From an optimization exercise on the open Yosys and OpenROAD flow, aimed at small area, a short achievable clock period and few clock cycles; shortcuts taken in it are not production practice.
Function was checked by simulation only, so behaviour that the tests miss may differ from the original.

== build 52 ==
==> flow/design.v (excerpt) <==
module pawd_crack(
    input clk,
    input reset_n,
    input [0:127] password_hash,
    input [4:0] blocknum,
    input btn_pressed,
    output reg find,
    output [7:0] out0,
    output [7:0] out1,
    output [7:0] out2,
    output [7:0] out3,
    output [7:0] out4,
    output [7:0] out5,
    output [7:0] out6,
    output [7:0] out7
    );
Size: ~3500 cells after synthesis, roughly 360 flip-flops, roughly 200 I/O pins.
Settings: LEC_CHECK=0, ABC_AREA=1, CAP_MARGIN=20, CORE_MARGIN=2, CORE_UTILIZATION=40, PLACE_DENSITY=0.6, SLEW_MARGIN=20; clock period 10.0 ns.
standard.sh (not shown) runs the stock make flow with config.mk's settings and CLKGATE_MAP_FILE= SYNTH_SCRIPT=/design/flow/synth_recipe.tcl, a recipe that flattens the netlist after the stock synthesis.
==> flow/flow/run.sh <==
#!/bin/bash
set -o pipefail
export BUFFER_PORTS_ARGS="-buffer_cell sky130_fd_sc_hd__buf_1"
export SETUP_SLACK_MARGIN=6.45
bash standard.sh > standard.log 2>&1
Testbench counts of build 52, summed over its fixed seeds: cycles 213,774.
> inputs changed (build 52 -> build 19)
--- a/flow/flow/run.sh
+++ b/flow/flow/run.sh
@@ -4 +4 @@
-export SETUP_SLACK_MARGIN=6.45
+export SETUP_SLACK_MARGIN=6.2
### Flow results
Of the two values seen for end point of the critical path, S[30] was produced by build 19 and S[19] by build 52. Via count, build 19 vs build 52: down slightly. On build 19: worst hold slack is 0.0038 ns higher than what build 52 gave. Build 19 vs build 52 on met3 demand-to-capacity share in global routing: build 19 is the lower one. Note that the design area recorded for build 19 amounts to 0.949 times the value seen in build 52. In build 19 the sequential share of layout area turned out 1.3 points higher than in build 52. Build 19 — overall routed net length 2.1% lower, build 52 as reference. Build 19: setup slack is 0.24 ns lower than what build 52 reported. In the flow results for build 19 and build 52, the transition at the pin with the smallest max-transition slack is larger on build 19.
Relative to build 19, the following input files were edited for build 82:
- an added SETUP_SLACK_MARGIN of 5
==> flow/run.sh (new file) <==
#!/bin/bash
# synth_recipe.tcl (not shown) runs the flow's synth.tcl, then flattens the netlist and writes it again
# the make line also repeats each setting of config.mk as NAME=value (left out here)
make -C /OpenROAD-flow-scripts/flow DESIGN_CONFIG=/design/flow/config.mk WORK_HOME=/design/flow/orfs CLKGATE_MAP_FILE= SYNTH_SCRIPT=/design/flow/synth_recipe.tcl finish
removed: flow/flow/run.sh
removed: flow/standard.sh
--- outcome ---
Changes observed in build 82 relative to build 19: post-cts sizing count moved down; fraction of area in multi-input gates moved down; post-route cell area moved up; least setup slack across all paths after layout moved down. Compared to build 19, build 82 has area growth from synthesis to layout 0.53 points higher.
Setup changes, build 82 to build 59
- removing SETUP_SLACK_MARGIN (formerly 5)
==> flow/flow/run.sh (new file) <==
#!/bin/bash
set -o pipefail
export BUFFER_PORTS_ARGS="-buffer_cell sky130_fd_sc_hd__buf_1"
export SETUP_SLACK_MARGIN=6.7
bash standard.sh > standard.log 2>&1
==> flow/standard.sh (new file) <==
#!/bin/bash
# synth_recipe.tcl (not shown) runs the flow's synth.tcl, then flattens the netlist and writes it again
# the make line also repeats each setting of config.mk as NAME=value (left out here)
make -C /OpenROAD-flow-scripts/flow DESIGN_CONFIG=/design/flow/config.mk WORK_HOME=/design/flow/orfs CLKGATE_MAP_FILE= SYNTH_SCRIPT=/design/flow/synth_recipe.tcl "${@:-finish}"
removed: flow/run.sh
[summary]
Number of non-clock inverters went up slightly going from build 82 to build 59. Half-perimeter wire length after placement ended up about 2.3% lower on build 59 than on build 82. Wire length reported by the detailed router delta for build 59 relative to build 82: 4500 um higher. Final standard cell count with taps included and fillers excluded (higher): build 59. Build 59 vs build 82 on data required time of the worst path: build 59 is the lower one. On build 59: post-route standard cell area excluding fillers is 16% higher than what build 82 gave. Compared with build 82, build 59 shows a higher layout cell share with drive strength beyond 1.
### build 59 -> build 25
- an added SETUP_SLACK_MARGIN of 5
--- a/flow/flow/run.sh
+++ b/flow/flow/run.sh
@@ -4 +3,0 @@
-export SETUP_SLACK_MARGIN=6.7
Findings:
Max number of clock-tree buffers in the layout across build 25 and build 59: build 25. Lower met2 routing resource usage after global routing was reported by build 25, not build 59. Sort build 25 and build 59 by count of non-CTS inverters in the layout asc -> top: build 25. Build 25: number of setup buffers added after CTS lower than build 59. Of the two values seen for cell type of the slowest stage on the worst timing path, sky130_fd_sc_hd__nor4_1 was produced by build 25 and sky130_fd_sc_hd__dfxtp_4 by build 59. The number of buffers added on ports of build 25 and that of build 59 are within noise of each other. Of build 25 and build 59, it is build 25 that has the higher data arrival at the endpoint of the critical path.

separate check: timing with driven ports:
The results above use ideal ports. As a check the final layouts listed here were re-extracted and re-timed, cells and wires unchanged. Step 1 (the two cells are an assumption about what drives the block):
set clk [get_ports {clk}]
set_driving_cell -lib_cell sky130_fd_sc_hd__clkbuf_16 $clk
set_driving_cell -lib_cell sky130_fd_sc_hd__buf_2 [delete_from_list [all_inputs] $clk]
Step 2 adds t to the input delays and takes it off the output delays; t is the mean of the earliest and latest rising clock arrival at the registers after step 1. Input paths then give back, and output paths get back, about the clock's delay inside the block. Three values: no drivers, after step 1, after step 2; two values: the first two.
run | shift t [ns] | setup WS [ns] | hold WS [ns] | worst setup path after step 2 | worst slew at a driven data input, ns
build 52 | 0.643 | 6.449 / 6.449 / 6.449 | 0.364 / 0.364 / 0.364 | register to register | 0.04
build 19 | 0.637 | 6.211 / 6.211 / 6.211 | 0.368 / 0.368 / 0.368 | register to register | 0.04
build 82 | 0.656 | 5.494 / 5.494 / 5.494 | 0.344 / 0.344 / 0.344 | register to register | 0.06
build 59 | 0.646 | 6.559 / 6.559 / 6.559 | 0.357 / 0.357 / 0.357 | register to register | 0.04
build 25 | 0.639 | 5.475 / 5.475 / 5.475 | 0.363 / 0.363 / 0.363 | register to register | 0.04
After both steps every run listed still meets setup and hold.
